This design comes from an exercise in tuning for a short achievable clock period and few clock cycles on the open sky130 flow, not from production work. The clock input has no modelled driver; a real chip could not lean on it and would need a root buffer or a full tree. No activity file was given, so power comes from the tool's default toggle rates.

v6:
## arm
module arm (
    input  logic        clk, rst,
    input  logic [31:0] Instr,
    input  logic [31:0] ReadData,
    output logic [31:0] WriteData,
    output logic [31:0] PC, ALUResult,
    output logic        MemWrite
);
    logic [29:0] PCF;
    logic [3:0]       btb_v;
    logic [3:0][7:0]  btb_tag;    
    logic [3:0][9:0]  btb_tgt;    
    logic [3:0][3:0]  btb_cond;   
    logic [31:0] InstrD;
    logic [29:0] PCD, PCD4, PCD8;     
    logic        validD;
    logic        validE;
    logic [3:0]  CondE;
    logic        RegWriteE, MemtoRegE, SubE, AndE, OrrE;
    logic        FlagNZE, FlagCVE;
    logic [3:0]  WA3E;
    logic [31:0] SrcAE, SrcBE;
    logic        FwdAE;                   
    logic        FwdBE, FwdBpE, FwdBnE;   
    logic [3:0]  FlagsReg;                
    logic [31:0] MemAddrE, WDataE;        
    logic        MemWrE;
    logic [31:0] ResM;
    logic [3:0]  WA3M;
    logic        RegWriteM;
    assign PC        = {PCF, 2'b00};
    assign ALUResult = MemAddrE;
    assign WriteData = WDataE;
    assign MemWrite  = MemWrE;
    logic rstq;
    always_ff @(posedge clk) rstq <= rst;
    function automatic logic cond_pass(input logic [3:0] c, input logic [3:0] f);
        logic n, z, cf, v;
        {n, z, cf, v} = f;
        case (c)
            4'h0: cond_pass = z;
            4'h1: cond_pass = ~z;
            4'h2: cond_pass = cf;
            4'h3: cond_pass = ~cf;
            4'h4: cond_pass = n;
            4'h5: cond_pass = ~n;
            4'h6: cond_pass = v;
            4'h7: cond_pass = ~v;
  ...
Settings: LEC_CHECK=0, ABC_CLOCK_PERIOD_IN_PS=4000, CAP_MARGIN=20, CORE_MARGIN=2, CORE_UTILIZATION=40, SLEW_MARGIN=20; clock period 16.0 ns.
standard.sh (not shown) runs the stock make flow with config.mk's settings and CLKGATE_MAP_FILE= SYNTH_SCRIPT=/design/flow/synth_recipe.tcl, a recipe that flattens the netlist after the stock synthesis.
==> flow/flow/run.sh <==
#!/bin/bash
# The standard ORFS layout (standard.sh), with four changes:
# - repair_timing is asked to leave SETUP_SLACK_MARGIN ns of setup slack
#   beyond the clock period, so that gates on the critical paths are sized and
#   buffered for speed;
# - it may swap a cell for one of another footprint (MATCH_CELL_FOOTPRINT=0),
#   so that slow port buffers can be replaced;
# - synthesis leaves adders to ABC as plain logic (ADDER_MAP_FILE empty),
#   instead of mapping them to the library's full- and half-adder cells,
#   whose carry chains ABC cannot restructure; registers are unchanged;
# - the clock tree is a balanced two-level tree built by flow/mycts.tcl
#   (hooked in with PRE_CTS_TCL) instead of TritonCTS's three-level tree.
# The clock, the SDC, the floorplan, power grid and every other step are
# unchanged. standard.sh's output goes to standard.log; each ORFS step's own
# log is under orfs/logs/.
set -euo pipefail
export SETUP_SLACK_MARGIN="${MARGIN:-12.5}"
export PRE_CTS_TCL="$PWD/flow/cts_hook.tcl"
bash standard.sh MATCH_CELL_FOOTPRINT=0 ADDER_MAP_FILE= finish > standard.log 2>&1
Other scripts of this flow, unchanged in this note and not shown: flow/flow/cts_hook.tcl, flow/flow/mycts.tcl
--- input diff v6..v7 ---
-- flow/design.v --
<<< v6, line 175
        .read_data3(RD3)
    );
    logic [15:0] IsOne;
    logic        ResMIsOne, wr_lo;
    assign ResMIsOne = (ResM == 32'd1);
    assign wr_lo     = RegWriteM & (WA3M != 4'd15);
    always_ff @(posedge clk)
        for (int k = 0; k < 15; k++)
            if (RegWriteM && WA3M == k) IsOne[k] <= ResMIsOne;
    assign IsOne[15] = 1'b0;
    logic [31:0] RD1D, RD2D, RD3D, OpBD;
    assign RD1D = (RA1D == 4'd15) ? PC8D : RD1;
>>> v7, line 175
        .read_data3(RD3)
    );
    logic [31:0] RD1D, RD2D, RD3D, OpBD;
    assign RD1D = (RA1D == 4'd15) ? PC8D : RD1;
<<< v6, line 242
    assign btb_hit  = btb_v[fidx] & (btb_tag[fidx] == PCF[9:2]);
    logic        zeValid, ZeD, btbTaken;
    assign zeValid = validD & InstrD[20] & immD & (InstrD[31:28] == 4'hE) &
                     ((isSubD & (InstrD[7:0] == 8'h01)) | (isAddD & (InstrD[7:0] == 8'hFF))) &
                     (RA1D != 4'd15) & ~fa_e;
    assign ZeD     = (wr_lo & (WA3M == RA1D)) ? ResMIsOne : IsOne[RA1D[3:0]];
    always_comb begin
        btbTaken = btb_hit;
>>> v7, line 234
    assign btb_hit  = btb_v[fidx] & (btb_tag[fidx] == PCF[9:2]);
    logic        zeValid, ZeD, btbTaken;
    logic [31:0] ZeB;
    assign ZeB     = isSubD ? ~ImmD : ImmD;
    assign zeValid = validD & (isAddD | isSubD) & InstrD[20] & immD &
                     (InstrD[31:28] == 4'hE) & ~fa_e;
    assign ZeD     = ~|((RD1D ^ ZeB) ^ {(RD1D[30:0] | ZeB[30:0]), isSubD});
    always_comb begin
        btbTaken = btb_hit;
==> run summary <==
v7: all stages complete, timing, DRC and antenna checks passed. Comparing total power consumption of the routed design for v6 and v7, the smaller number came from v6. Run comparison: v7 library cell contributing the largest single delay on the critical path or4_4; v6 library cell contributing the largest single delay on the critical path a31oi_2. v7 gives more final standard cell count with taps included and fillers excluded than v6 did. Compared with v6, in v7 detail-routed via count per cell climbed 1.9%, sequential cell count shrank by 15, flip-flop and latch share of the layout cell area decreased by 2.2 points relative to the old numbers, routed metal-1 wirelength rose 4.1%, overall die area grew by 2.5%. Summary of v7 over v6: wire length moved up, placed cell area moved up.
No functional check of the RTL was part of any run of this note. No run of this note takes its clock network from TritonCTS; it comes from the design's own scripts or RTL.

separate check: timing with driven ports:
The results above use ideal ports. As a check the final layouts listed here were re-extracted and re-timed, cells and wires unchanged.
Step 1, drivers: a clkbuf_16 drives clk and a buf_2 each remaining input, both assumed.
Step 2 times the ports against the registers' clock, not the clock port: input delays grow and output delays shrink by t, the midpoint of the rising clock arrivals with the driver on.
a / b / c = ideal / step 1 / step 2; a / b = the first two.
run	shift t [ns]	setup slack, ns	worst setup path at the end	worst slew at a driven data input, ns	cell pins on the clock port's net
v6	0.628	11.642 / 11.572 / 11.642	register to register	0.13	4
v7	0.641	10.969 / 10.969 / 10.969	register to register	0.09	4
After both steps setup and hold are still met in every run listed.
